Context: an optimization exercise on an open-source flow, tuned for small area and a short achievable clock period. The choices shown serve that exercise and are no tape-out recipe. In this exercise RTL edits were held to simulation tests only and were not proved equivalent to the original. In every run shown here, the design's own scripts or RTL, not TritonCTS, make the clock network. No driver is modelled on the clock port, so clock power and skew are understated where the tree is cut down; a real chip needs a root buffer or a tree. Power is estimated from default activity; no workload was simulated.

===== flow/run.sh =====
#!/bin/bash
# Layout: the standard ORFS flow (standard.sh) with these changes.
#      * Yosys's synth skips its quick intermediate "abc -fast" (-noabc), so
#        the full-adder extraction sees the ripple-carry adder as written;
#      * the final ABC mapping uses flow/abc_area.script (area-oriented
#        mapping) instead of ORFS's speed script.
#  - The port buffers are the smallest buffer cell (buf_1).
#  - The clock tree is one level of clock buffers built by flow/clkbuf.tcl
#    before the CTS step (see that file).
# All tool output goes to standard.log in this folder.
set -euo pipefail
W=$PWD
sed "s#log_cmd abc {\*}\$abc_args#log_cmd abc {*}[lreplace \$abc_args 1 1 $W/flow/abc_area.script]#" \
  "$FLOW_HOME/scripts/synth.tcl" > flow_synth_main.tcl
grep -q "abc_area.script" flow_synth_main.tcl
sed -e 's/yosys synth -nofsm -noshare /yosys synth -nofsm -noshare -noabc /' \
    -e "s#source \$::env(SCRIPTS_DIR)/synth.tcl#source $W/flow_synth_main.tcl#" \
    synth_recipe.tcl > flow_synth.tcl
grep -q -- '-noabc' flow_synth.tcl
grep -q "flow_synth_main.tcl" flow_synth.tcl
sed "s#SYNTH_SCRIPT=[^ ]*#SYNTH_SCRIPT=$W/flow_synth.tcl#" standard.sh > flow_standard.sh
grep -q "SYNTH_SCRIPT=$W/flow_synth.tcl" flow_standard.sh
export BUFFER_PORTS_ARGS="-buffer_cell sky130_fd_sc_hd__buf_1"
export PRE_CTS_TCL="$W/flow/clkbuf.tcl"
export CLKBUF_N=2
export CLKBUF_CELL=sky130_fd_sc_hd__clkbuf_16
bash flow_standard.sh > standard.log 2>&1

===== flow/abc_area.script =====
strash
dch
map -a
topo
stime -c

===== flow/clkbuf.tcl =====
# Clock distribution (runs before ORFS's CTS step, PRE_CTS_TCL).
# The flip-flops are split into CLKBUF_N groups by recursive bisection of
# their placement; each group is driven by one clock buffer (CLKBUF_CELL) at
# the group's centre, and the clock port feeds only these buffers, all of one
# type, so every register sees the same one-buffer clock path. TritonCTS is
# then skipped for this design.
set nbuf [expr {[info exists ::env(CLKBUF_N)] ? $::env(CLKBUF_N) : 2}]
set cell [expr {[info exists ::env(CLKBUF_CELL)] ? $::env(CLKBUF_CELL) : "sky130_fd_sc_hd__clkbuf_16"}]
set block [ord::get_db_block]
set clk_net [$block findNet clk]
set master [[ord::get_db] findMaster $cell]

set sinks {}
foreach it [$clk_net getITerms] {
  set loc [[$it getInst] getLocation]
  lappend sinks [list [lindex $loc 0] [lindex $loc 1] $it]
}

proc split_groups {items n} {
  if {$n <= 1 || [llength $items] < 2} { return [list $items] }
  set xs [lmap s $items {lindex $s 0}]
  set ys [lmap s $items {lindex $s 1}]
  set dx [expr {[tcl::mathfunc::max {*}$xs] - [tcl::mathfunc::min {*}$xs]}]
  set dy [expr {[tcl::mathfunc::max {*}$ys] - [tcl::mathfunc::min {*}$ys]}]
  set key [expr {$dx >= $dy ? 0 : 1}]
  set sorted [lsort -integer -index $key $items]
  set n1 [expr {$n / 2}]
  set cut [expr {([llength $sorted] * $n1) / $n}]
  return [concat [split_groups [lrange $sorted 0 [expr {$cut - 1}]] $n1] \
                 [split_groups [lrange $sorted $cut end] [expr {$n - $n1}]]]
}

set g 0
foreach grp [split_groups $sinks $nbuf] {
  set inst [odb::dbInst_create $block $master clkbuf_root_$g]
  set net [odb::dbNet_create $block clk_root_$g]
  $net setSigType CLOCK
  set sx 0; set sy 0
  foreach s $grp {
    set sx [expr {$sx + [lindex $s 0]}]; set sy [expr {$sy + [lindex $s 1]}]
    set it [lindex $s 2]
    $it disconnect
    $it connect $net
  }
  [$inst findITerm A] connect $clk_net
  [$inst findITerm X] connect $net
  $inst setLocation [expr {$sx / [llength $grp]}] [expr {$sy / [llength $grp]}]
  $inst setPlacementStatus PLACED
  puts "clkbuf.tcl: $cell clkbuf_root_$g drives [llength $grp] clock pins"
  incr g
}
global_connect

# the clock tree is built; leave ORFS's CTS step without TritonCTS
rename clock_tree_synthesis _tritoncts_unused
proc clock_tree_synthesis {args} { puts "clkbuf.tcl: clock tree built by hand, TritonCTS not run" }

===== standard.sh =====
#!/bin/bash
# synth_recipe.tcl (not shown) runs the flow's synth.tcl, then flattens the netlist and writes it again
# the make line also repeats each setting of config.mk as NAME=value (left out here)
make -C /OpenROAD-flow-scripts/flow DESIGN_CONFIG=/design/flow/config.mk WORK_HOME=/design/flow/orfs CLKGATE_MAP_FILE= SYNTH_SCRIPT=/design/flow/synth_recipe.tcl "${@:-finish}"

===== config.mk =====
export PLATFORM = sky130hd
export DESIGN_NAME = top
export DESIGN_NICKNAME = top
export VERILOG_FILES = /design/flow/design.v
export SDC_FILE = /design/flow/constraint.sdc
export NUM_CORES = 4
export LEC_CHECK = 0
export CAP_MARGIN = 20
export CORE_MARGIN = 2
export CORE_UTILIZATION = 40
export SLEW_MARGIN = 20

===== constraint.sdc =====
create_clock -name core_clock -period 90.0 [get_ports {clk}]
set_input_delay 18.0000 -clock core_clock [delete_from_list [all_inputs] [get_ports {clk}]]
set_output_delay 18.0000 -clock core_clock [all_outputs]
set_load 0.01 [all_outputs]

===== design.v =====
module top #(parameter clock_frequency = 100000000 )(
	input clk,
	input reset,
	input [31:0]baud_rate,
	input [7:0]data_in,
	input input_valid,
	output [7:0]data_out,
	output finished
	);
localparam [27:0] L_FULL = clock_frequency;
localparam [27:0] L_HALF = clock_frequency / 2;
localparam [3:0] S_PAUSE = 4'd10,
                 S_P9 = 4'd5,
                 S_P10 = 4'd11,
                 S_G2 = 4'd7,
                 S_IDLE = 4'd15,
                 S_ST = 4'd14;
reg [25:0] b;         
reg [26:0] acc;
reg [3:0] state;
reg [7:0] data;
reg par;              
reg fin;
wire [27:0] sum;
wire [27:0] cy;
assign cy[0] = 1'b0;
genvar i;
generate for (i = 0; i < 27; i = i + 1) begin : add
	wire bi = (i < 26) ? b[i] : 1'b0;
	assign sum[i] = acc[i] ^ bi ^ cy[i];
	assign cy[i+1] = (acc[i] & bi) | (acc[i] & cy[i]) | (bi & cy[i]);
end endgenerate
assign sum[27] = cy[27];
wire [28:0] gtf, gth;
assign gtf[0] = 1'b0;
assign gth[0] = 1'b0;
generate for (i = 0; i < 28; i = i + 1) begin : cmp
	assign gtf[i+1] = L_FULL[i] ? (sum[i] & gtf[i]) : (sum[i] | gtf[i]);
	assign gth[i+1] = L_HALF[i] ? (sum[i] & gth[i]) : (sum[i] | gth[i]);
end endgenerate
wire half = (data[7] & (state == S_P9)) | (state == S_G2);
wire last = half ? gth[28] : gtf[28];
wire done = last & ((state == S_G2) | (~data[7] & (state == S_P10)));
wire ready = (state == S_IDLE) | done;
wire force_ = (state == S_PAUSE) | (state == S_IDLE) | (state == S_ST);
wire adv = last | (state == S_ST) | ((state == S_PAUSE) & (par | ~data[7]));
always @(posedge clk) begin
	b <= baud_rate[25:0];
	acc <= (force_ | last) ? {1'b0, b} : sum[26:0];
	par <= ready ? 1'b0 : ~par;
	if (ready)
		data <= data_in;
	if (reset) begin
		state <= S_IDLE;
		fin <= 1'b0;
	end else begin
		fin <= (state == S_P9) & last;
		if (ready)
			state <= input_valid ? S_ST : S_IDLE;
		else if (adv)
			state <= {state[2:0], state[3] ^ state[2]};
	end
end
assign data_out = data;
assign finished = fin;
endmodule

==> impl_metrics.tcl, run 1 <==
set metrics [dict create \
    synth.yosys.seq_area_share_pct 55.0 \
    chipHeight_um 84.4 \
    top_level_port_count 52 \
    worstMarginPinSlew_ps 562 \
    ys_warn_count 1 \
    route.final.wire_length_um 4210 \
    crit_required_ps 72000 \
    worstPathBufferInverterCount 1 \
    start_util_pct 40.9 \
    avgSynthCellArea_um2 11.0 \
    post_route_cells_drive_above_1_share_pct 1.77 \
    timing.critical_path.slowest_cell_delay_ps 440 \
    gpl.final_weighted_congestion 0.868 \
    synth.ff_latch_count 67 \
    drtPass1Iterations 4 \
    synth_cell_type_count 20 \
    detail_route.vias_per_cell 4.60 \
    die_span_in_x_um 84.4 \
    worstSetupEndpointType "primary output" \
    final.setup_skew_ps 14.8 \
    worstPathCellList "buf_1" \
    drv_slew 0 \
    grt_antenna_before_repair 0 \
    critical_path_depth 1 \
    layout-area-overhead-vs-synth_pct 12.5 \
    static-leakage-power_nw 1.20 \
    design.core.area_um2 6310 \
    r2r_start "b[0]$_DFF_P_" \
    startpoint_type "flop" \
    via_count_of_the_first_global_routing_pass 1723 \
    hpwlAfterDp_um 3200 \
    cellPowerDensity_nw_per_um2 40.4 \
    grt-ovfl-total 0 \
    final_common_cell "nand2_1" \
    timing.hold.worst.class "flop to flop" \
    critPathKind "flop to primary output" \
    final.min_clock_period_ps 18770 \
    post_cts_hold_buffer_count 0 \
    grt_max_degree 35 \
    syn-num-nets 308 \
    worstSkewPairLatency_ps 180 \
    reg2regPathDepth 37 \
    setup_viol_count_final 0 \
    data_arrival_time_of_the_critical_path_ps 770 \
    slew-limit-headroom_pct 62.3 \
    critical_path.reg2reg.endpoint "acc[23]$_DFF_P_" \
    global_route_wire_length_before_repair_um 7430 \
    total_number_of_nets_in_the_final_design 358 \
    setup.worst_path.start "data[7]$_DFFE_PP_" \
    drv_cap 0 \
    cts-resized-gates 0 \
    ff_latch_area_um2 1420 \
    synth.cell_area_um2 2580 \
    layout_worst_path_cycle_share_pct 20.9 \
    crit_path_top_delay_cell "edfxtp_1" \
    irDropWorstVdd_uv 14.4 \
    synth_cells 235 \
    report.final.hold_viol_count 0 \
    crit_path_max_fanout 3 \
    detail_route.wl_per_cell_um 11.7 \
    dr_total_vias 1655 \
    setup_slack_ps 71230 \
    placement.setup.worst_slack_ps 71450 \
    setup.worst_path.end "data_out[7]" \
    post-route-drc-count 0 \
    placement.io_buffers 45 \
    grt_usage_pct 12.3 \
    die-area_um2 7120 \
    drtAntennaViolNets 0 \
    max_clock_freq_mhz 53.3 \
    insertedDiodeCount 0 \
    post-cts-setup-buffers 0 \
    rsz0062_at_grt "no" \
    kind_of_cell_adding_the_most_delay_to_the_critical_path "flip-flops" \
    regToRegSetupSlack_ps 76380 \
    core.rowCount 29 \
    status "timing/DRC/antenna clean" \
    fillerInstances 631 \
    final_cell_mix "77 x nand2_1, 59 x dfxtp_1, 45 x buf_1" \
    drtIter0Drc 57 \
    path_clk_slew_ps 120 \
    footprint_of_the_multi_input_gates_um2 1100 \
    setup_tns_ps 0 \
]
metal layers:
metal	vias up	global-route usage, %	share of wire, %	routed length, um
met1	769	16.1	44	1870
li1	861	-	-	-
met5	-	0	0	0
met4	0	2.02	1.5	63
met2	20	22.9	52	2170
met3	5	0.590	2.4	103
final cells by class:
class / instances / area share, %
repair buffers: 46 / 6.07
multi-input cells: 151 / 37.8
flip-flops and latches: 67 / 48.9
inverters: 17 / 2.19
plain buffers: 2 / 1.72
well taps: 77 / 3.31
report_power, final:
| group | internal (mW) | switching (mW) |
|---|---|---|
| Sequential | 0.0412 | 0.00517 |
| Combinational | 0.0231 | 0.0367 |
| Clock | 0.00416 | 0.00715 |
Yosys cell counts:
library cell | count | area share [%]
a21oi_1 | 6 | 1.2
a311oi_1 | 1 | 0.34
a31oi_1 | 2 | 0.48
and3_2 | 1 | 0.29
clkinv_1 | 17 | 2.5
dfxtp_1 | 59 | 46
edfxtp_1 | 8 | 9.3
fa_1 | 25 | 19
ha_1 | 5 | 2.4
nand2_1 | 77 | 11
nand3_1 | 4 | 0.77
nand4_1 | 2 | 0.48
nor2_1 | 7 | 1.0
nor3_1 | 1 | 0.19
nor4_1 | 4 | 0.97
o211ai_1 | 3 | 0.87
o21ai_0 | 9 | 1.7
o21bai_1 | 2 | 0.58
o32ai_1 | 1 | 0.34
or4_2 | 1 | 0.34
metrics by stage:
| stage | total power, mW | instance area (um^2) | hold slack, ps | util, % | instances |
|---|---|---|---|---|---|
| after floorplan | 0.0922 | 2580 | 387 | - | 235 |
| after global placement | 0.106 | 2860 | 405 | 45.3 | 358 |
| after detailed placement | 0.108 | 2860 | 400 | 45.3 | 358 |
| after CTS | 0.117 | 2910 | 408 | 46.1 | 360 |
| after global routing | 0.130 | 2910 | 457 | 46.1 | 360 |
| final | 0.117 | 2910 | 425 | 46.1 | 360 |
state kept, by name, indices dropped and copies added, names as in the netlist:
| signal | cells |
|---|---|
| data | 8 |
| b | 26 |
| acc | 27 |
| state | 4 |
| fin | 1 |
| par | 1 |
how the worst min path moves through the flow:
| stage | startpoint | to | slack, ps | depth (start not counted) |
|---|---|---|---|---|
| after floorplan | par$_SDFF_PP0_ | par$_SDFF_PP0_ | 390 | 1 |
| after global placement | par$_SDFF_PP0_ | par$_SDFF_PP0_ | 400 | 1 |
| after detailed placement | par$_SDFF_PP0_ | par$_SDFF_PP0_ | 400 | 1 |
| after CTS | par$_SDFF_PP0_ | par$_SDFF_PP0_ | 410 | 1 |
| after global routing | par$_SDFF_PP0_ | par$_SDFF_PP0_ | 460 | 1 |
| final | par$_SDFF_PP0_ | par$_SDFF_PP0_ | 420 | 1 |
cells by family after synthesis:
logic type               after synthesis  share of synthesized area, %
AND/OR/NAND/NOR                       97                          15.2
buffers and inverters                 17                          2.47
flip-flops                            67                          55.0
AO/OA/AOI/OAI                         24                          5.52
adder cells (fa/ha/maj)               30                          21.8
==> run 2, diff against run 1 <==
--- a/design.v
+++ b/design.v
@@ -30,3 +30,3 @@
 	assign sum[i] = acc[i] ^ bi ^ cy[i];
-	assign cy[i+1] = (acc[i] & bi) | (acc[i] & cy[i]) | (bi & cy[i]);
+	assign cy[i+1] = (acc[i] & bi) | (cy[i] & (acc[i] ^ bi));
 end endgenerate
==> flow/run.sh (replaced) <==
#!/bin/bash
# Layout: the standard ORFS flow (standard.sh, standard synthesis
# unchanged) with two changes:
#  - the port buffers are the smallest buffer cell (buf_1);
#  - the clock tree is a single level of clock buffers built by
#    flow/clkbuf.tcl before the CTS step (see that file).
# All tool output goes to standard.log in this folder.
export BUFFER_PORTS_ARGS="-buffer_cell sky130_fd_sc_hd__buf_1"
export PRE_CTS_TCL="$PWD/flow/clkbuf.tcl"
export CLKBUF_N=2
export CLKBUF_CELL=sky130_fd_sc_hd__clkbuf_16
bash standard.sh > standard.log 2>&1
removed: flow/abc_area.script
==> impl_metrics.tcl, run 2 <==
set metrics [dict create \
    synth_top_family_by_area "adder cells" \
    placement.setup.worst_slack_ps 71390 \
    p_seq_share_pct 39.3 \
    hpwlAfterDp_um 3040 \
    ys_warn_count 1 \
    kind_of_cell_adding_the_most_delay_to_the_critical_path "flip-flops" \
    route.final.wire_length_um 3890 \
    syn-num-nets 297 \
    crit_path_max_fanout 4 \
    cts-resized-gates 0 \
    synth_cell_type_count 38 \
    crit_required_ps 72000 \
    min_from "par$_SDFF_PP0_" \
    setup_tns_ps 0 \
    worstSkewPairLatency_ps 180 \
    power_frac_comb_pct 50.9 \
    r2r_start "b[0]$_DFF_P_" \
    status "timing/DRC/antenna clean" \
    largest_register_ffs 27 \
    top_level_port_count 52 \
    post_synth_fa_ha_maj_area_fraction_pct 20.5 \
    gpl.final_weighted_congestion 0.780 \
    global_route_wire_length_before_repair_um 7080 \
    synth.yosys.seq_area_share_pct 51.8 \
    chipHeight_um 86.8 \
    synth.cell_area_um2 2740 \
    post_cts_hold_buffer_count 0 \
    switch_share_pct 38.4 \
    hold_ws_ps 409 \
    detail_route.wl_per_cell_um 11.2 \
    final.min_clock_period_ps 18790 \
    data_arrival_time_of_the_critical_path_ps 790 \
    worstSetupEndpointType "primary output" \
    top_register "acc" \
    post-synth-top-count-cell "dfxtp_1" \
    yosys.area_share.simple_pct 7.85 \
    slew-limit-headroom_pct 48.9 \
    avgSynthCellArea_um2 12.2 \
    synth-xor-area-share_pct 0 \
    post_route_cells_drive_above_1_share_pct 3.00 \
    reg2regPathDepth 36 \
    synth_edf_count 8 \
    cell_depth_of_the_worst_min_delay_path 1 \
    dr_total_vias 1577 \
    cellPowerDensity_nw_per_um2 38.1 \
    share_clk_of_total_power_pct 9.8 \
    drtPass1Iterations 3 \
    irDropWorstVdd_uv 13.6 \
    worstPathBufferInverterCount 1 \
    regToRegSetupSlack_ps 80160 \
    post-cts-setup-buffers 0 \
    synth.mux.area_fraction_pct 6.43 \
    layout-area-overhead-vs-synth_pct 11.4 \
    timing.critical_path.slowest_cell_delay_ps 460 \
    ys_top_cells_by_count "59 x dfxtp_1, 35 x inv_1, 25 x fa_1" \
    drtIter0Drc 59 \
    grt_usage_pct 11.2 \
    report.final.hold_viol_count 0 \
    insertedDiodeCount 0 \
    timing.hold.worst.class "flop to flop" \
    synth-async-reset-ratio_pct 0 \
    startpoint_type "flop" \
    final.setup_skew_ps 9.53 \
    synth.ff_latch_count 67 \
    synth_cells 224 \
    netlist_top_cells_area "dfxtp_1 43%, fa_1 18%, edfxtp_1 8.8%, mux2_1 5.3%, inv_1 4.8%" \
    max_clock_freq_mhz 53.2 \
    drv_cap 0 \
    static-leakage-power_nw 1.29 \
    placement.io_buffers 45 \
    min_delay_worst_endpoint "par$_SDFF_PP0_" \
    worstPathCellList "buf_1" \
    final_common_cell "dfxtp_1" \
    net_switching_component_of_the_power_mw 0.0447 \
    grt-ovfl-total 0 \
    crit_path_top_delay_cell "edfxtp_1" \
    path_clk_slew_ps 120 \
    final_cell_mix "59 x dfxtp_1, 45 x buf_1, 35 x inv_1" \
    die-area_um2 7540 \
    critPathKind "flop to primary output" \
    drtAntennaViolNets 0 \
    compound_gate_fraction_of_synth_area_pct 7.76 \
    post-synth-top-area-fraction_pct 43.1 \
    grt_antenna_before_repair 0 \
    core.rowCount 30 \
    die_span_in_x_um 86.8 \
    setup_slack_ps 71210 \
    worstMarginPinSlew_ps 762 \
    rsz0062_at_grt "no" \
    via_count_of_the_first_global_routing_pass 1574 \
    design.core.area_um2 6720 \
    start_util_pct 40.8 \
    total_number_of_nets_in_the_final_design 342 \
    drv_slew 0 \
    post-route-drc-count 0 \
    grt_max_degree 40 \
    synth_ff_type "dfxtp_1" \
    internal_power_mw 0.0718 \
    layout_worst_path_cycle_share_pct 20.9 \
    top_regs "acc: 27 flops, b: 26 flops, data: 8 flops" \
    critical_path.reg2reg.endpoint "acc[23]$_DFF_P_" \
    setup_viol_count_final 0 \
    cell_type_contributing_the_most_total_cell_area_after_synthesis "dfxtp_1" \
    detail_route.vias_per_cell 4.54 \
]
run 2: cell types whose count changed after synthesis, moves of 4 or more:
| cell | before | now |
|---|---|---|
| nor2_1 | 7 | 16 |
| a21oi_1 | 6 | 14 |
| nand3_1 | 4 | 0 |
| inv_1 | 0 | 35 |
| o21ai_0 | 9 | 1 |
| o21ai_1 | 0 | 4 |
| clkinv_1 | 17 | 0 |
| nand2_1 | 77 | 6 |
| mux2_1 | 0 | 13 |
run 2: through the flow:
| step | util [%] | instance area (um^2) | power, mW | cells |
|---|---|---|---|---|
| 6_report | 45.5 | 3060 | 0.116 | 347 |
| 5_1_grt | 45.5 | 3060 | 0.129 | 347 |
| 4_1_cts | 45.5 | 3060 | 0.116 | 347 |
| 3_5_place_dp | 44.7 | 3010 | 0.107 | 345 |
| 3_3_place_gp | 44.7 | 3010 | 0.105 | 345 |
| 2_1_floorplan | - | 2740 | 0.0932 | 224 |
run 2: power by group through the flow:
stage,clock network (mW),logic (mW),registers (mW)
after floorplan,0,0.0465,0.0467
after global placement,0,0.0588,0.0465
after detailed placement,0,0.0603,0.0468
after CTS,0.00856,0.0606,0.0468
after global routing,0.0132,0.0686,0.0472
final,0.0114,0.0593,0.0458
run 2: cell type report:
cell class	instances	area (um^2)
Tap cell	80	100
Inverter	35	131
Fill cell	647	3660
Multi-Input combinational cell	117	1180
Timing Repair Buffer	46	176
Sequential cell	67	1420
Buffer	2	50.0
run 2: logic make-up after synthesis:
logic type | Yosys count
buffers and inverters | 40
adders and majority gates | 30
muxes | 16
DFF | 67
and+or+nand+nor | 40
AOI/OAI and AO/OA | 31
run 2: worst max path at each step:
stage / start / end / cells past startpoint
detailed placement: reset / state[3]$_SDFFE_PP1P_ / 2
global route: data[7]$_DFFE_PP_ / data_out[7] / 1
floorplan: reset / state[3]$_SDFFE_PP1P_ / 1
CTS: reset / state[3]$_SDFFE_PP1P_ / 2
finish: data[7]$_DFFE_PP_ / data_out[7] / 1
global placement: reset / state[3]$_SDFFE_PP1P_ / 2
run 2: routing by layer:
layer	up-vias	routed length (um)	track usage (%)
li1	827	-	-
met1	724	1820	15.8
met2	22	1890	19.5
met3	4	121	0.762
met4	0	52	1.14
met5	-	0	0
==> run 3, diff against run 2 <==
--- a/design.v
+++ b/design.v
@@ -30,3 +30,3 @@
 	assign sum[i] = acc[i] ^ bi ^ cy[i];
-	assign cy[i+1] = (acc[i] & bi) | (cy[i] & (acc[i] ^ bi));
+	assign cy[i+1] = (acc[i] & bi) | (acc[i] & cy[i]) | (bi & cy[i]);
 end endgenerate
==> flow/run.sh (replaced) <==
#!/bin/bash
# Layout: the standard ORFS flow (standard.sh) with three changes.
#  - Synthesis: the standard flow's synthesis script with one pass left out: the quick
#    "abc -fast" that Yosys's synth runs in its fine stage (synth -noabc), so
#    that the full-adder extraction sees the ripple-carry adder as written in
#    the RTL instead of an ABC-restructured one. Registers are inferred,
#    named and mapped exactly as in the standard synthesis (-nofsm -noshare,
#    flatten and renaming as synth_recipe.tcl does them).
#  - The port buffers are the smallest buffer cell (buf_1).
#  - The clock tree is one level of clock buffers built by flow/clkbuf.tcl
#    before the CTS step (see that file).
# All tool output goes to standard.log in this folder.
set -euo pipefail
sed 's/yosys synth -nofsm -noshare /yosys synth -nofsm -noshare -noabc /' synth_recipe.tcl > flow_synth.tcl
grep -q -- '-noabc' flow_synth.tcl
sed "s#SYNTH_SCRIPT=[^ ]*#SYNTH_SCRIPT=$PWD/flow_synth.tcl#" standard.sh > flow_standard.sh
grep -q "SYNTH_SCRIPT=$PWD/flow_synth.tcl" flow_standard.sh
export BUFFER_PORTS_ARGS="-buffer_cell sky130_fd_sc_hd__buf_1"
export PRE_CTS_TCL="$PWD/flow/clkbuf.tcl"
export CLKBUF_N=2
export CLKBUF_CELL=sky130_fd_sc_hd__clkbuf_16
bash flow_standard.sh > standard.log 2>&1
==> impl_metrics.tcl, run 3 <==
set metrics [dict create \
    reg2regPathDepth 34 \
    post-route-drc-count 0 \
    min_delay_worst_endpoint "par$_SDFF_PP0_" \
    ys_top_cells_by_count "59 x dfxtp_1, 26 x mux2_2, 25 x fa_1" \
    internal_power_mw 0.0720 \
    top_regs "acc: 27 flops, b: 26 flops, data: 8 flops" \
    final_cell_mix "59 x dfxtp_1, 45 x buf_1, 26 x mux2_2" \
    global_route_wire_length_before_repair_um 6820 \
    largest_register_ffs 27 \
    syn-num-nets 260 \
    die_span_in_x_um 85.9 \
    crit_path_max_fanout 4 \
    grt_usage_pct 10.9 \
    synth_edf_count 8 \
    placement.setup.worst_slack_ps 71430 \
    grt-ovfl-total 0 \
    drv_slew 0 \
    drtIter0Drc 57 \
    kind_of_cell_adding_the_most_delay_to_the_critical_path "flip-flops" \
    setup_slack_ps 71210 \
    via_count_of_the_first_global_routing_pass 1498 \
    share_clk_of_total_power_pct 9.8 \
    synth_cell_type_count 39 \
    timing.hold.worst.class "flop to flop" \
    synth.cell_area_um2 2680 \
    drtAntennaViolNets 0 \
    die-area_um2 7380 \
    top_level_port_count 52 \
    start_util_pct 41.8 \
    worstMarginPinSlew_ps 650 \
    chipHeight_um 85.9 \
    top_register "acc" \
    final.min_clock_period_ps 18790 \
    cellPowerDensity_nw_per_um2 38.5 \
    post-cts-setup-buffers 0 \
    detail_route.wl_per_cell_um 12.9 \
    static-leakage-power_nw 1.14 \
    insertedDiodeCount 0 \
    netlist_top_cells_area "dfxtp_1 44%, fa_1 19%, mux2_2 11%, edfxtp_1 9.0%, ha_1 2.3%" \
    post_cts_hold_buffer_count 0 \
    layout_worst_path_cycle_share_pct 20.9 \
    setup_viol_count_final 0 \
    avgSynthCellArea_um2 14.4 \
    worstSetupEndpointType "primary output" \
    drtPass1Iterations 3 \
    total_number_of_nets_in_the_final_design 304 \
    cts-resized-gates 0 \
    design.core.area_um2 6420 \
    worstSkewPairLatency_ps 180 \
    dr_total_vias 1494 \
    timing.critical_path.slowest_cell_delay_ps 460 \
    worstPathCellList "buf_1" \
    ys_warn_count 1 \
    min_from "par$_SDFF_PP0_" \
    synth_cells 187 \
    layout-area-overhead-vs-synth_pct 10.1 \
    p_seq_share_pct 41.1 \
    grt_max_degree 35 \
    data_arrival_time_of_the_critical_path_ps 790 \
    placement.io_buffers 45 \
    post-synth-top-area-fraction_pct 44.0 \
    crit_required_ps 72000 \
    path_clk_slew_ps 120 \
    status "timing/DRC/antenna clean" \
    synth.yosys.seq_area_share_pct 53.0 \
    synth.ff_latch_count 67 \
    power_frac_comb_pct 49.1 \
    rsz0062_at_grt "no" \
    drv_cap 0 \
    finalCoreUtilization_pct 46.0 \
    route.final.wire_length_um 3930 \
    startpoint_type "flop" \
    final_common_cell "dfxtp_1" \
    critPathKind "flop to primary output" \
    regToRegSetupSlack_ps 76490 \
    critical_path.reg2reg.endpoint "acc[20]$_DFF_P_" \
    worstPathBufferInverterCount 1 \
    setup.worst_path.start "data[7]$_DFFE_PP_" \
    core.rowCount 29 \
    net_switching_component_of_the_power_mw 0.0418 \
    synth-async-reset-ratio_pct 0 \
    irDropWorstVdd_uv 20.7 \
    detail_route.vias_per_cell 4.88 \
    gpl.final_weighted_congestion 0.726 \
    cell_depth_of_the_worst_min_delay_path 1 \
    grt_antenna_before_repair 0 \
    cell_type_contributing_the_most_total_cell_area_after_synthesis "dfxtp_1" \
    hpwlAfterDp_um 3050 \
    slew-limit-headroom_pct 56.5 \
    hold_ws_ps 419 \
    final.setup_skew_ps 11.6 \
    post-synth-top-count-cell "dfxtp_1" \
    report.final.hold_viol_count 0 \
    max_clock_freq_mhz 53.2 \
    crit_path_top_delay_cell "edfxtp_1" \
    post_route_cells_drive_above_1_share_pct 14.4 \
    synth_ff_type "dfxtp_1" \
    p_total_mw 0.114 \
    setup_tns_ps 0 \
    switch_share_pct 36.7 \
    r2r_start "acc[0]$_DFF_P_" \
]
-- run 3: cell types whose count changed in the layout (fill, tap and decap cells not counted), moves of 3 or more --
cell	before	now
inv_1	35	6
mux2_2	0	26
mux2_1	13	0
a21oi_1	14	2
nor2_1	16	4
o21ai_0	1	4
o21ai_1	4	1
-- run 3: final cells by class --
cell class | count | area, um^2
timing repair buffer | 45 | 169
tap | 77 | 96.3
fill | 591 | 3470
inverter | 6 | 22.5
sequential | 67 | 1420
multi-input combinational | 109 | 1200
buffer | 2 | 50.0
-- run 3: worst max-delay path by stage --
stage,end,cells past startpoint
6_report,data_out[7],1
3_5_place_dp,data_out[7],1
3_3_place_gp,data_out[7],1
5_1_grt,data_out[7],1
4_1_cts,data_out[7],1
2_1_floorplan,data_out[7],0
-- run 3: kinds of logic (layout without fill, tap and decap cells) --
group / Yosys count / in the layout / synth area share, %
AO/OA/AOI/OAI: 24 / 24 / 6.34
adder cells (fa/ha/maj): 30 / 30 / 21.0
buffers and inverters: 11 / 53 / 2.47
flip-flops: 67 / 67 / 53.0
multiplexers: 27 / 27 / 11.3
AND/OR/NAND/NOR: 28 / 28 / 5.97
-- run 3: per-layer routing --
layer | vias to the layer above | GRT usage (%) | share of wire [%]
met4 | 0 | 0.722 | 0.71
met3 | 2 | 1.35 | 5.9
met2 | 34 | 18.7 | 46
met1 | 718 | 15.6 | 47
met5 | - | 0 | 0
li1 | 740 | - | -
-- run 3: stage by stage --
step | instance area, um^2 | cells
after global placement | 2910 | 304
after CTS | 2960 | 306
after detailed placement | 2910 | 304
final | 2960 | 306
after global routing | 2960 | 306
after floorplan | 2680 | 187
-- run 3: power groups by stage --
| stage | clock network (mW) | logic, mW | registers (mW) |
|---|---|---|---|
| after floorplan | 0 | 0.0460 | 0.0474 |
| after global placement | 0 | 0.0559 | 0.0474 |
| after detailed placement | 0 | 0.0567 | 0.0477 |
| after CTS | 0.00856 | 0.0571 | 0.0478 |
| after global routing | 0.0127 | 0.0640 | 0.0482 |
| final | 0.0112 | 0.0558 | 0.0468 |
==> run 4, diff against run 3 <==
==> flow/run.sh (replaced) <==
#!/bin/bash
# Layout: the standard ORFS flow (standard.sh) with these changes.
#      * Yosys's synth skips its quick intermediate "abc -fast" (-noabc), so
#        the full-adder extraction sees the ripple-carry adder as written;
#      * the final ABC mapping uses flow/abc_area.script (area-oriented
#        mapping) instead of ORFS's speed script.
#  - After synthesis, flow/peephole.py merges NAND-NAND (NOR-NOR) triples
#    into single AND-OR (OR-AND) cells in the synthesized netlist (exact
#    logic identities; registers untouched).
#  - The port buffers are the smallest buffer cell (buf_1).
#  - The clock tree is one level of clock buffers built by flow/clkbuf.tcl
#    before the CTS step (see that file).
# Tool output goes to synth.log, peephole.log and standard.log in this folder.
set -euo pipefail
W=$PWD
sed "s#log_cmd abc {\*}\$abc_args#log_cmd abc {*}[lreplace \$abc_args 1 1 $W/flow/abc_area.script]#" \
  "$FLOW_HOME/scripts/synth.tcl" > flow_synth_main.tcl
grep -q "abc_area.script" flow_synth_main.tcl
sed -e 's/yosys synth -nofsm -noshare /yosys synth -nofsm -noshare -noabc /' \
    -e "s#source \$::env(SCRIPTS_DIR)/synth.tcl#source $W/flow_synth_main.tcl#" \
    synth_recipe.tcl > flow_synth.tcl
grep -q -- '-noabc' flow_synth.tcl
grep -q "flow_synth_main.tcl" flow_synth.tcl
sed "s#SYNTH_SCRIPT=[^ ]*#SYNTH_SCRIPT=$W/flow_synth.tcl#" standard.sh > flow_standard.sh
grep -q "SYNTH_SCRIPT=$W/flow_synth.tcl" flow_standard.sh
export BUFFER_PORTS_ARGS="-buffer_cell sky130_fd_sc_hd__buf_1"
export PRE_CTS_TCL="$W/flow/clkbuf.tcl"
export CLKBUF_N=2
export CLKBUF_CELL=sky130_fd_sc_hd__clkbuf_16

bash flow_standard.sh synth > synth.log 2>&1
NET=$W/orfs/results/$FLOW_PLATFORM/top/base/1_2_yosys.v
cp "$NET" 1_2_yosys_orig.v
python3 flow/peephole.py 1_2_yosys_orig.v 1_2_yosys_pp.v > peephole.log 2>&1
sleep 1
cp 1_2_yosys_pp.v "$NET"
bash flow_standard.sh > standard.log 2>&1
==> flow/abc_area.script (new file) <==
strash
dch
map -a
topo
stime -c
==> flow/peephole.py (new file) <==
#!/usr/bin/env python3
"""Peephole remapping of a Yosys-written gate-level netlist (sky130hd).

Replaces a 2-input NAND whose two inputs are each driven by a 2-input NAND
used nowhere else by one AND-OR cell:
    nand2(nand2(a, b), nand2(c, d)) = (a & b) | (c & d) = a22o(a, b, c, d)
and the dual NOR form by one OR-AND cell:
    nor2(nor2(a, b), nor2(c, d))    = (a | b) & (c | d) = o22a(a, b, c, d)
Both are exact logic identities; no register is touched.
usage: peephole.py IN.v OUT.v
"""
import re, sys, collections

src = open(sys.argv[1]).read()
cell_re = re.compile(r'(\n\s*)(sky130_fd_sc_hd__(\w+?)_(\d+))\s+(\S+)\s*\((.*?)\);', re.S)
pin_re = re.compile(r'\.(\w+)\(\s*([^()]*?)\s*\)')

cells = []
for m in cell_re.finditer(src):
    pins = dict((p, n.strip()) for p, n in pin_re.findall(m.group(6)))
    cells.append(dict(m=m, kind=m.group(3), name=m.group(5), pins=pins))

OUTS = ('X', 'Y', 'Q', 'Q_N', 'SUM', 'COUT', 'HI', 'LO')
driver = {}
uses = collections.Counter()
for i, c in enumerate(cells):
    for p, n in c['pins'].items():
        if p in OUTS:
            driver[n] = i
        else:
            uses[n] += 1

def refs(net):
    # references of a net anywhere in the text other than cell pins and its wire declaration
    pat = re.escape(net) + (r'(?=\s)' if net.startswith('\\') else r'\b')
    return len(re.findall(pat, src))

def single_use(net):
    return (net in driver and uses[net] == 1 and refs(net) == 3)

dead = set()
repl = {}
count = collections.Counter()
for i, c in enumerate(cells):
    if i in dead or c['kind'] not in ('nand2', 'nor2'):
        continue
    a, b = c['pins']['A'], c['pins']['B']
    if not (single_use(a) and single_use(b)):
        continue
    ia, ib = driver[a], driver[b]
    if ia == ib or ia in dead or ib in dead or ia in repl or ib in repl:
        continue
    ca, cb = cells[ia], cells[ib]
    if ca['kind'] != c['kind'] or cb['kind'] != c['kind']:
        continue
    new = 'a22o' if c['kind'] == 'nand2' else 'o22a'
    repl[i] = (new, ca['pins']['A'], ca['pins']['B'], cb['pins']['A'], cb['pins']['B'], c['pins']['Y'])
    dead.update((ia, ib))
    count[new] += 1

def fmt(net):
    return net + (' ' if net.startswith('\\') else '')

out = []
pos = 0
for i, c in enumerate(cells):
    m = c['m']
    if i in dead:
        out.append(src[pos:m.start()])
        pos = m.end()
    elif i in repl:
        new, a1, a2, b1, b2, y = repl[i]
        out.append(src[pos:m.start()])
        out.append('%ssky130_fd_sc_hd__%s_1 %s (.A1(%s), .A2(%s), .B1(%s), .B2(%s), .X(%s));'
                   % (m.group(1), new, c['name'], fmt(a1), fmt(a2), fmt(b1), fmt(b2), fmt(y)))
        pos = m.end()
out.append(src[pos:])
open(sys.argv[2], 'w').write(''.join(out))
sys.stderr.write('peephole: %s\n' % dict(count))
==> impl_metrics.tcl, run 4 <==
set metrics [dict create \
    timing.hold.worst.class "flop to flop" \
    drtIter0Drc 64 \
    grt-ovfl-total 0 \
    top_level_port_count 52 \
    design.core.area_um2 6030 \
    drtAntennaViolNets 0 \
    final.setup_skew_ps 7.19 \
    slew-limit-headroom_pct 56.3 \
    crit_path_top_delay_cell "edfxtp_1" \
    worstSkewPairLatency_ps 170 \
    critical_path.reg2reg.endpoint "acc[17]$_DFF_P_" \
    drtPass1Iterations 4 \
    irDropWorstVdd_uv 19.3 \
    final_common_cell "dfxtp_1" \
    cts-resized-gates 0 \
    final_cell_mix "59 x dfxtp_1, 45 x buf_1, 25 x fa_1" \
    synth.cell_area_um2 2530 \
    drv_slew 0 \
    report.final.hold_viol_count 0 \
    max_clock_freq_mhz 53.2 \
    path_clk_slew_ps 120 \
    placement.io_buffers 45 \
    setup_tns_ps 0 \
    final.min_clock_period_ps 18780 \
    post_cts_hold_buffer_count 0 \
    ff_latch_area_um2 1420 \
    cellPowerDensity_nw_per_um2 41.0 \
    worstMarginPinSlew_ps 651 \
    core.rowCount 28 \
    avgSynthCellArea_um2 13.1 \
    layout_worst_path_cycle_share_pct 20.9 \
    ys_warn_count 1 \
    synth_cells 193 \
    dr_total_vias 1525 \
    critPathKind "flop to primary output" \
    min_delay_worst_endpoint "par$_SDFF_PP0_" \
    r2r_start "b[0]$_DFF_P_" \
    gpl.final_weighted_congestion 0.814 \
    reg2regPathDepth 35 \
    hpwlAfterDp_um 2970 \
    crit_path_max_fanout 3 \
    grt_most_used_layer "met2" \
    worstPathBufferInverterCount 1 \
    die_span_in_x_um 83.6 \
    grt_usage_pct 11.9 \
    globalRouteMet1Util_pct 17.1 \
    kind_of_cell_adding_the_most_delay_to_the_critical_path "flip-flops" \
    largest_register_ffs 27 \
    grt_max_degree 35 \
    data_arrival_time_of_the_critical_path_ps 780 \
    die-area_um2 6980 \
    drv_cap 0 \
    top_regs "acc: 27 flops, b: 26 flops, data: 8 flops" \
    insertedDiodeCount 0 \
    detail_route.vias_per_cell 4.84 \
    timing.critical_path.slowest_cell_delay_ps 450 \
    chipHeight_um 83.6 \
    post_route_cells_drive_above_1_share_pct 2.08 \
    detail_route.wl_per_cell_um 12.6 \
    met2_track_utilization_from_global_routing_pct 20.6 \
    total_number_of_nets_in_the_final_design 315 \
    route.final.wire_length_um 3970 \
    post-cts-setup-buffers 0 \
    post-route-drc-count 0 \
    static-leakage-power_nw 1.11 \
    rsz0062_at_grt "no" \
    via_count_of_the_first_global_routing_pass 1572 \
    placement.setup.worst_slack_ps 71430 \
    status "timing/DRC/antenna clean" \
    regToRegSetupSlack_ps 76060 \
    start_util_pct 42.0 \
    met3_usage_pct 0.791 \
    global_route_wire_length_before_repair_um 7200 \
    worstPathCellList "buf_1" \
    layout-area-overhead-vs-synth_pct 12.5 \
    footprint_of_the_multi_input_gates_um2 1050 \
    cell_depth_of_the_worst_min_delay_path 1 \
    top_register "acc" \
    syn-num-nets 266 \
    min_from "par$_SDFF_PP0_" \
    setup_slack_ps 71220 \
    setup_viol_count_final 0 \
    worstSetupEndpointType "primary output" \
    grt_antenna_before_repair 0 \
    fillerInstances 578 \
    startpoint_type "flop" \
    crit_required_ps 72000 \
]
## run 4: worst max-delay path by stage
| stage | startpoint | to | slack [ps] | cells past startpoint |
|---|---|---|---|---|
| detailed placement | data[7]$_DFFE_PP_ | data_out[7] | 71430 | 1 |
| floorplan | data[7]$_DFFE_PP_ | data_out[7] | 71580 | 0 |
| CTS | data[7]$_DFFE_PP_ | data_out[7] | 71430 | 1 |
| finish | data[7]$_DFFE_PP_ | data_out[7] | 71220 | 1 |
| global route | data[7]$_DFFE_PP_ | data_out[7] | 71180 | 1 |
| global placement | reset | fin$_SDFF_PP0_ | 71430 | 2 |
## run 4: per-layer routing
layer	up-vias	wire, um
met1	725	1850
li1	773	-
met5	-	0
met2	23	1960
met3	4	109
met4	0	48
## run 4: cell type report
| type | count | area share [%] |
|---|---|---|
| Timing Repair Buffer | 45 | 5.93 |
| Buffer | 2 | 1.76 |
| Inverter | 17 | 2.24 |
| Tap cell | 75 | 3.30 |
| Multi-Input combinational cell | 109 | 36.9 |
| Sequential cell | 67 | 49.9 |
## run 4: power by group
group / leakage, nW / total [mW] / internal [mW] / switching, mW
clock: 0.0246 / 0.0112 / 0.00415 / 0.00700
sequential: 0.574 / 0.0463 / 0.0411 / 0.00513
combinational: 0.509 / 0.0594 / 0.0256 / 0.0338
total: 1.11 / 0.117 / 0.0709 / 0.0459
## run 4: metrics by stage
| step | power, mW | instance area, um^2 | instances | util (%) | hold WS [ps] |
|---|---|---|---|---|---|
| after global placement | 0.106 | 2800 | 313 | 46.4 | 406 |
| after CTS | 0.117 | 2850 | 315 | 47.2 | 415 |
| after global routing | 0.130 | 2850 | 315 | 47.3 | 457 |
| final | 0.117 | 2850 | 315 | 47.3 | 425 |
| after detailed placement | 0.108 | 2800 | 313 | 46.4 | 409 |
| after floorplan | 0.0927 | 2530 | 193 | - | 387 |
==> run 5, diff against run 4 <==
--- a/flow/run.sh
+++ b/flow/run.sh
@@ -10,2 +10,4 @@
 #  - The port buffers are the smallest buffer cell (buf_1).
+#  - A register driving an output port buffer and other logic gets a
+#    separate buffer for the other logic (flow/outiso.tcl, before CTS).
 #  - The clock tree is one level of clock buffers built by flow/clkbuf.tcl
@@ -26,3 +28,3 @@
 export BUFFER_PORTS_ARGS="-buffer_cell sky130_fd_sc_hd__buf_1"
-export PRE_CTS_TCL="$W/flow/clkbuf.tcl"
+export PRE_CTS_TCL="$W/flow/pre_cts.tcl"
 export CLKBUF_N=2
==> flow/outiso.tcl (new file) <==
# Output isolation (runs before ORFS's CTS step, from flow/pre_cts.tcl).
# A register that drives an output port's buffer and also other logic gets
# one more buffer (buf_1) for that other logic, so the register's output
# net to the port buffer carries only the port buffer's load.
set block [ord::get_db_block]
set bufm [[ord::get_db] findMaster sky130_fd_sc_hd__buf_1]
set k 0
foreach bt [$block getBTerms] {
  if {[$bt getIoType] ne "OUTPUT"} continue
  set pnet [$bt getNet]
  # the port buffer: the instance whose output drives the port net
  set pbuf ""
  foreach it [$pnet getITerms] { if {[$it isOutputSignal]} { set pbuf [$it getInst] } }
  if {$pbuf eq ""} continue
  set in [$pbuf findITerm A]
  if {$in eq "NULL" || $in eq ""} continue
  set net [$in getNet]
  set drv ""
  set others {}
  foreach it [$net getITerms] {
    if {[$it isOutputSignal]} { set drv $it } elseif {[$it getInst] ne $pbuf} { lappend others $it }
  }
  if {$drv eq "" || [llength $others] == 0 || [llength [$net getBTerms]] > 0} continue
  if {![[[$drv getInst] getMaster] isSequential]} continue
  set inst [odb::dbInst_create $block $bufm outiso_$k]
  set nnet [odb::dbNet_create $block outiso_net_$k]
  foreach it $others { $it disconnect; $it connect $nnet }
  [$inst findITerm A] connect $net
  [$inst findITerm X] connect $nnet
  set loc [[$drv getInst] getLocation]
  $inst setLocation [lindex $loc 0] [lindex $loc 1]
  $inst setPlacementStatus PLACED
  puts "outiso.tcl: [[$drv getInst] getName] -> [$pbuf getName] isolated from [llength $others] other load(s) by outiso_$k"
  incr k
}
global_connect
==> flow/pre_cts.tcl (new file) <==
# Hook run before ORFS's CTS step (PRE_CTS_TCL).
source [file join [file dirname [info script]] outiso.tcl]
source [file join [file dirname [info script]] clkbuf.tcl]
==> impl_metrics.tcl, run 5 <==
set metrics [dict create \
    status "timing/DRC/antenna clean" \
    regToRegSetupSlack_ps 76060 \
    setup_tns_ps 0 \
    final.setup_skew_ps 7.21 \
    worstPathCellList "buf_1" \
    worstPathBufferInverterCount 1 \
    wl_met2_um 1960 \
    data_arrival_time_of_the_critical_path_ps 730 \
    grt_antenna_before_repair 0 \
    worstSetupEndpointType "primary output" \
    kind_of_cell_adding_the_most_delay_to_the_critical_path "flip-flops" \
    total_number_of_nets_in_the_final_design 316 \
    drv_slew 0 \
    top_level_port_count 52 \
    path_clk_slew_ps 120 \
    dr_total_vias 1526 \
    die_span_in_x_um 83.6 \
    drtIter0Drc 56 \
    gpl.final_weighted_congestion 0.814 \
    post_cts_hold_buffer_count 0 \
    hpwlAfterDp_um 2970 \
    top_regs "acc: 27 flops, b: 26 flops, data: 8 flops" \
    final.min_clock_period_ps 18730 \
    crit_required_ps 72000 \
    max_clock_freq_mhz 53.4 \
    post-cts-setup-buffers 0 \
    core.rowCount 28 \
    post_dp_cell_area_um2 2800 \
    insertedDiodeCount 0 \
    detail_route.wirelength.met1_um 1850 \
    final_cell_mix "59 x dfxtp_1, 46 x buf_1, 25 x fa_1" \
    timing.hold.worst.class "flop to flop" \
    r2r_start "b[0]$_DFF_P_" \
    detail_route.vias_per_cell 4.83 \
    grt-ovfl-total 0 \
    slew-limit-headroom_pct 56.3 \
    reg2regPathDepth 35 \
    report.final.hold_viol_count 0 \
    avgSynthCellArea_um2 13.1 \
    ys_warn_count 1 \
    design.core.area_um2 6030 \
    irDropWorstVdd_uv 19.3 \
    crit_path_top_delay_cell "edfxtp_1" \
    die-area_um2 6980 \
    detail_route.wl_per_cell_um 12.6 \
    static-leakage-power_nw 1.11 \
    largest_register_ffs 27 \
    drtAntennaViolNets 0 \
    route.final.wire_length_um 3970 \
    setup_viol_count_final 0 \
    finalCoreUtilization_pct 47.3 \
    startpoint_type "flop" \
    placement.io_buffers 45 \
    cell_depth_of_the_worst_min_delay_path 1 \
    worstSkewPairLatency_ps 170 \
    syn-num-nets 266 \
    synth_cells 193 \
    wl_met3_um 109 \
    timing.critical_path.slowest_cell_delay_ps 410 \
    finalInstanceArea_um2 2850 \
    rsz0062_at_grt "no" \
    start_util_pct 42.0 \
    via_count_of_the_first_global_routing_pass 1576 \
    drtPass1Iterations 4 \
    layout_worst_path_cycle_share_pct 20.8 \
    cellPowerDensity_nw_per_um2 41.0 \
    post_route_cells_drive_above_1_share_pct 2.07 \
    min_from "par$_SDFF_PP0_" \
    post-route-drc-count 0 \
    critical_path.reg2reg.endpoint "acc[17]$_DFF_P_" \
    route.top_layer_used "met4" \
    worstMarginPinSlew_ps 651 \
    crit_path_max_fanout 2 \
    global_route_wire_length_before_repair_um 7210 \
    grt_max_degree 35 \
    grt_usage_pct 11.9 \
    final_common_cell "dfxtp_1" \
    cts-resized-gates 0 \
    top_register "acc" \
    critical_path_depth 1 \
    min_delay_worst_endpoint "par$_SDFF_PP0_" \
    synth.cell_area_um2 2530 \
    p_total_mw 0.117 \
    layout-area-overhead-vs-synth_pct 12.6 \
    drv_cap 0 \
    chipHeight_um 83.6 \
    critPathKind "flop to primary output" \
]
[run 5: worst max path at each step]
| stage | startpoint | end | slack [ps] |
|---|---|---|---|
| global placement | reset | fin$_SDFF_PP0_ | 71430 |
| detailed placement | data[7]$_DFFE_PP_ | data_out[7] | 71430 |
| CTS | reset | fin$_SDFF_PP0_ | 71460 |
| global route | data[7]$_DFFE_PP_ | data_out[7] | 71230 |
| finish | data[7]$_DFFE_PP_ | data_out[7] | 71270 |
| floorplan | data[7]$_DFFE_PP_ | data_out[7] | 71580 |
[run 5: final cells by class]
cell class / count / area [um^2]
multi-input combinational: 109 / 1050
buffer: 3 / 53.8
fill: 578 / 3170
tap: 75 / 93.8
sequential: 67 / 1420
timing repair buffer: 45 / 169
inverter: 17 / 63.8
[run 5: power by group]
part / switching, mW / leakage, nW / internal [mW] / total [mW]
Clock: 0.00700 / 0.0246 / 0.00415 / 0.0112
Sequential: 0.00504 / 0.574 / 0.0411 / 0.0462
Combinational: 0.0339 / 0.510 / 0.0257 / 0.0596
[run 5: metal layers]
| metal | global-route usage, % | vias to the layer above |
|---|---|---|
| met4 | 1.17 | 0 |
| met2 | 20.6 | 23 |
| met5 | 0 | - |
| met3 | 0.791 | 4 |
| li1 | - | 775 |
| met1 | 17.1 | 724 |
[run 5: through the flow]
step | hold slack [ps] | std cells | setup slack, ps
global placement | 406 | 313 | 71430
detailed placement | 409 | 313 | 71430
CTS | 415 | 316 | 71460
global route | 457 | 316 | 71230
floorplan | 387 | 193 | 71580
finish | 425 | 316 | 71270
==> run 6, diff against run 5 <==
--- a/design.v
+++ b/design.v
@@ -11,8 +11,8 @@
 localparam [27:0] L_HALF = clock_frequency / 2;
-localparam [3:0] S_PAUSE = 4'd10,
-                 S_P9 = 4'd5,
-                 S_P10 = 4'd11,
-                 S_G2 = 4'd7,
-                 S_IDLE = 4'd15,
-                 S_ST = 4'd14;
+localparam [3:0] S_PAUSE = 4'd1,
+                 S_P9 = 4'd3,
+                 S_P10 = 4'd7,
+                 S_G2 = 4'd15,
+                 S_IDLE = 4'd14,
+                 S_ST = 4'd13;
 reg [25:0] b;         
@@ -60,3 +60,3 @@
 		else if (adv)
-			state <= {state[2:0], state[3] ^ state[2]};
+			state <= {state[2:0], state[3] ^ state[0]};
 	end
==> impl_metrics.tcl, run 6 <==
set metrics [dict create \
    status "timing/DRC/antenna clean" \
    internal_power_mw 0.0734 \
    slew-limit-headroom_pct 57.5 \
    switch_share_pct 39.5 \
    rsz0062_at_grt "no" \
    synth.cell_area_um2 2500 \
    cellPowerDensity_nw_per_um2 42.9 \
    route.final.wire_length_um 3980 \
    drtIter0Drc 78 \
    r2r_start "b[0]$_DFF_P_" \
    grt_usage_pct 11.8 \
    global_route_wire_length_before_repair_um 7030 \
    final_common_cell "dfxtp_1" \
    static-leakage-power_nw 1.08 \
    placement.io_buffers 45 \
    die-area_um2 6910 \
    largest_register_ffs 27 \
    final.min_clock_period_ps 18730 \
    top_regs "acc: 27 flops, b: 26 flops, data: 8 flops" \
    report.final.hold_viol_count 0 \
    post_cts_hold_buffer_count 0 \
    final-instance-count-excl-fill 314 \
    post_route_cells_drive_above_1_share_pct 2.09 \
    setup_viol_count_final 0 \
    grt_antenna_before_repair 0 \
    setup.worst_path.start "data[7]$_DFFE_PP_" \
    setup_tns_ps 0 \
    top_level_port_count 52 \
    top_register "acc" \
    layout-area-overhead-vs-synth_pct 12.9 \
    timing.critical_path.slowest_cell_delay_ps 410 \
    gpl.final_weighted_congestion 0.776 \
    ys_warn_count 1 \
    path_clk_slew_ps 120 \
    worstPathBufferInverterCount 1 \
    cts-resized-gates 0 \
    final.setup_skew_ps 15.6 \
    hold_ws_ps 430 \
    syn-num-nets 260 \
    startpoint_type "flop" \
    final_cell_mix "59 x dfxtp_1, 46 x buf_1, 25 x fa_1" \
    synth_cells 190 \
    worstMarginPinSlew_ps 634 \
    crit_path_top_delay_cell "edfxtp_1" \
    design.core.area_um2 5990 \
    power_frac_comb_pct 51.8 \
    cell_depth_of_the_worst_min_delay_path 1 \
    worstPathCellList "buf_1" \
    chipHeight_um 83.1 \
    hpwlAfterDp_um 3030 \
    start_util_pct 41.8 \
    crit_path_max_fanout 2 \
    p_seq_share_pct 38.9 \
    critical_path.reg2reg.endpoint "acc[17]$_DFF_P_" \
    via_count_of_the_first_global_routing_pass 1536 \
    post-route-drc-count 0 \
    grt_max_degree 35 \
    kind_of_cell_adding_the_most_delay_to_the_critical_path "flip-flops" \
    worstSetupEndpointType "primary output" \
    drtPass1Iterations 4 \
    detail_route.vias_per_cell 4.86 \
    core.rowCount 28 \
    grt-ovfl-total 0 \
    irDropWorstVdd_uv 15.7 \
    worstSkewPairLatency_ps 180 \
    drtAntennaViolNets 0 \
    footprint_of_the_multi_input_gates_um2 1020 \
    total_number_of_nets_in_the_final_design 311 \
    layout_worst_path_cycle_share_pct 20.8 \
    net_switching_component_of_the_power_mw 0.0480 \
    drv_slew 0 \
    timing.hold.worst.class "flop to flop" \
    dr_total_vias 1526 \
    detail_route.wl_per_cell_um 12.7 \
    regToRegSetupSlack_ps 75750 \
    fillerInstances 558 \
    ff_latch_area_um2 1420 \
    max_clock_freq_mhz 53.4 \
    crit_required_ps 72000 \
    critical_path_depth 1 \
    place_inst 311 \
    setup.worst_path.end "data_out[7]" \
    avgSynthCellArea_um2 13.2 \
    reg2regPathDepth 35 \
    drv_cap 0 \
    critPathKind "flop to primary output" \
    die_span_in_x_um 83.1 \
    post-cts-setup-buffers 0 \
    share_clk_of_total_power_pct 9.3 \
    insertedDiodeCount 0 \
    data_arrival_time_of_the_critical_path_ps 730 \
]
[run 6: power groups by stage]
| stage | registers [mW] | clock network [mW] | logic, mW |
|---|---|---|---|
| 4_1_cts | 0.0482 | 0.00856 | 0.0641 |
| 6_report | 0.0472 | 0.0112 | 0.0629 |
| 5_1_grt | 0.0488 | 0.0127 | 0.0728 |
| 3_5_place_dp | 0.0481 | 0 | 0.0637 |
| 3_3_place_gp | 0.0479 | 0 | 0.0621 |
| 2_1_floorplan | 0.0481 | 0 | 0.0476 |
[run 6: cell type report]
class	instances	share of cell area (%)
multi-input combinational	107	36.2
timing repair buffer	46	6.24
inverter	16	2.12
sequential	67	50.3
tap	75	3.32
buffer	3	1.90
[run 6: metal layers]
layer  GRT usage [%]  up-vias  part of all wire, %
met5               0        -                    0
met4           0.894        0                  1.1
met3           0.696        4                  2.7
met2            19.9       20                   49
met1            17.7      728                   47
li1                -      774                    -
[run 6: worst min-delay path by stage]
stage	end	from
5_1_grt	par$_SDFF_PP0_	par$_SDFF_PP0_
4_1_cts	par$_SDFF_PP0_	par$_SDFF_PP0_
3_5_place_dp	par$_SDFF_PP0_	par$_SDFF_PP0_
3_3_place_gp	par$_SDFF_PP0_	par$_SDFF_PP0_
2_1_floorplan	par$_SDFF_PP0_	par$_SDFF_PP0_
6_report	par$_SDFF_PP0_	par$_SDFF_PP0_
[run 6: metrics by stage]
step                      worst slack (ps)  instance area [um^2]  util (%)  total power, mW
after global placement               71430                  2770      46.3            0.110
after floorplan                      71580                  2500         -           0.0957
final                                71270                  2830      47.2            0.121
after CTS                            71450                  2830      47.2            0.121
after global routing                 71230                  2830      47.2            0.134
after detailed placement             71420                  2770      46.3            0.112
==> run 7, diff against run 6 <==
--- a/flow/run.sh
+++ b/flow/run.sh
@@ -29,4 +29,4 @@
 export PRE_CTS_TCL="$W/flow/pre_cts.tcl"
-export CLKBUF_N=2
-export CLKBUF_CELL=sky130_fd_sc_hd__clkbuf_16
+export CLKBUF_N=3
+export CLKBUF_CELL=sky130_fd_sc_hd__clkbuf_8
 
--- a/config.mk
+++ b/config.mk
@@ -9,3 +9,3 @@
 export CORE_MARGIN = 2
-export CORE_UTILIZATION = 40
+export CORE_UTILIZATION = 70
 export SLEW_MARGIN = 20
==> impl_metrics.tcl, run 7 <==
set metrics [dict create \
    detail_route.vias_per_cell 5.75 \
    core.rowCount 21 \
    top_level_port_count 52 \
    static-leakage-power_nw 1.07 \
    design.core.area_um2 3390 \
    worstSkewPairLatency_ps 170 \
    post_route_cells_drive_above_1_share_pct 2.51 \
    drtIter0Drc 95 \
    largest_register_ffs 27 \
    synth_cells 190 \
    report.final.hold_viol_count 0 \
    insertedDiodeCount 0 \
    placement.setup.worst_slack_ps 71420 \
    grt_usage_pct 23.8 \
    reg2regPathDepth 34 \
    globalRouteMet1Util_pct 31.1 \
    setup_tns_ps 0 \
    ys_warn_count 1 \
    final.min_clock_period_ps 18760 \
    status "timing/DRC/antenna clean" \
    via_count_of_the_first_global_routing_pass 1737 \
    data_arrival_time_of_the_critical_path_ps 760 \
    grt-ovfl-total 0 \
    kind_of_cell_adding_the_most_delay_to_the_critical_path "flip-flops" \
    final_cell_mix "59 x dfxtp_1, 46 x buf_1, 25 x fa_1" \
    dr_total_vias 1639 \
    crit_path_max_fanout 2 \
    start_util_pct 73.9 \
    placement.io_buffers 45 \
    post-route-drc-count 0 \
    total_number_of_nets_in_the_final_design 311 \
    critical_path.reg2reg.endpoint "acc[13]$_DFF_P_" \
    grt_max_degree 34 \
    startpoint_type "flop" \
    route.final.wire_length_um 4540 \
    worstMarginPinSlew_ps 762 \
    slew-limit-headroom_pct 48.5 \
    cts-resized-gates 0 \
    die_span_in_x_um 63.8 \
    post-cts-setup-buffers 0 \
    setup_slack_ps 71240 \
    cell_depth_of_the_worst_min_delay_path 1 \
    die-area_um2 4070 \
    drtPass1Iterations 4 \
    global_route_wire_length_before_repair_um 7710 \
    worstSetupEndpointType "primary output" \
    timing.critical_path.slowest_cell_delay_ps 440 \
    path_clk_slew_ps 120 \
    final.setup_skew_ps 3.95 \
    chipHeight_um 63.8 \
    detail_route.wl_per_cell_um 15.9 \
    layout_worst_path_cycle_share_pct 20.8 \
    max_clock_freq_mhz 53.3 \
    top_register "acc" \
    min_from "par$_SDFF_PP0_" \
    critPathKind "flop to primary output" \
    crit_path_top_delay_cell "edfxtp_1" \
    irDropWorstVdd_uv 28.8 \
    gpl.final_weighted_congestion 0.759 \
    grt_most_used_layer "met2" \
    timing.hold.worst.class "flop to flop" \
    worstPathBufferInverterCount 1 \
    layout-area-overhead-vs-synth_pct 11.0 \
    rsz0062_at_grt "no" \
    drv_cap 0 \
    hold_ws_ps 437 \
    regToRegSetupSlack_ps 75190 \
    crit_required_ps 72000 \
    hpwlAfterDp_um 3490 \
    top_regs "acc: 27 flops, b: 26 flops, data: 8 flops" \
    syn-num-nets 260 \
    cellPowerDensity_nw_per_um2 44.7 \
    final_common_cell "dfxtp_1" \
    finalCoreUtilization_pct 82.0 \
    drtAntennaViolNets 0 \
    r2r_start "b[0]$_DFF_P_" \
    worstPathCellList "buf_1" \
    synth.cell_area_um2 2500 \
    grt_antenna_before_repair 0 \
    min_delay_worst_endpoint "par$_SDFF_PP0_" \
    met3_usage_pct 1.94 \
    met2_track_utilization_from_global_routing_pct 42.1 \
    setup_viol_count_final 0 \
    avgSynthCellArea_um2 13.2 \
    post_cts_hold_buffer_count 0 \
    drv_slew 0 \
    p_total_mw 0.124 \
]
run 7: cell types whose count changed in the layout (fill, tap and decap cells not counted):
cell,previous run,this run
nand3_1,3,2
clkbuf_8,0,3
clkbuf_16,2,0
buf_4,1,0
nand3_2,0,1
run 7: cell type report:
| class | instances | area (um^2) |
|---|---|---|
| Inverter | 16 | 60.1 |
| Timing Repair Buffer | 45 | 169 |
| Tap cell | 46 | 57.6 |
| Sequential cell | 67 | 1420 |
| Buffer | 4 | 45.0 |
| Fill cell | 212 | 609 |
| Multi-Input combinational cell | 107 | 1030 |
run 7: per-layer routing:
layer	vias up	share of wire, %
met3	15	5.6
met1	779	40
met4	0	3.1
li1	776	-
met5	-	0
met2	69	51
run 7: worst max path at each step:
stage / from / endpoint / slack [ps] / cells past startpoint
2_1_floorplan: data[7]$_DFFE_PP_ / data_out[7] / 71580 / 0
3_3_place_gp: data[7]$_DFFE_PP_ / data_out[7] / 71430 / 1
3_5_place_dp: data[7]$_DFFE_PP_ / data_out[7] / 71420 / 1
4_1_cts: reset / state[0]$_SDFFE_PP0P_ / 71440 / 4
5_1_grt: data[7]$_DFFE_PP_ / data_out[7] / 71200 / 1
6_report: data[7]$_DFFE_PP_ / data_out[7] / 71240 / 1
run 7: power by group:
part | leakage, nW | switching, mW | internal (mW)
logic | 0.478 | 0.0390 | 0.0278
clock network | 0.0216 | 0.00684 | 0.00314
registers | 0.574 | 0.00600 | 0.0416
total | 1.07 | 0.0518 | 0.0725
run 7: stage by stage:
stage | std cells | instance area (um^2)
5_1_grt | 285 | 2780
2_1_floorplan | 190 | 2500
4_1_cts | 285 | 2780
6_report | 285 | 2780
3_5_place_dp | 281 | 2730
3_3_place_gp | 281 | 2730

what the ideal ports hide:
How much do the figures lean on ideal ports? The routed layouts below were timed once more, with nothing changed but the port constraints. Step 1: set_driving_cell puts a clkbuf_16 on clk and a buf_2 on each other input, an assumption about the parent block. Step 2 adds t to the input delays and takes it off the output delays; t is the mean of the earliest and latest rising clock arrival at the registers after step 1. Input paths then give back, and output paths get back, about the clock's delay inside the block. a / b / c = no drivers / after step 1 / after step 2; a / b = the first two.
run	t (ns)	setup WS [ns]	worst setup path after step 2	worst data-port slew with drivers (ns)
run 1	0.218	71.235 / 71.189 / 71.407	register to output	0.04
run 2	0.221	71.211 / 71.162 / 71.382	register to output	0.04
run 3	0.216	71.213 / 71.166 / 71.382	register to output	0.04
run 4	0.217	71.220 / 71.173 / 71.390	register to output	0.05
run 5	0.217	71.274 / 71.227 / 71.445	register to output	0.05
run 6	0.216	71.266 / 71.219 / 71.435	register to output	0.04
run 7	0.219	71.236 / 71.187 / 71.406	register to output	0.04
After both steps setup and hold are still met in every run listed.
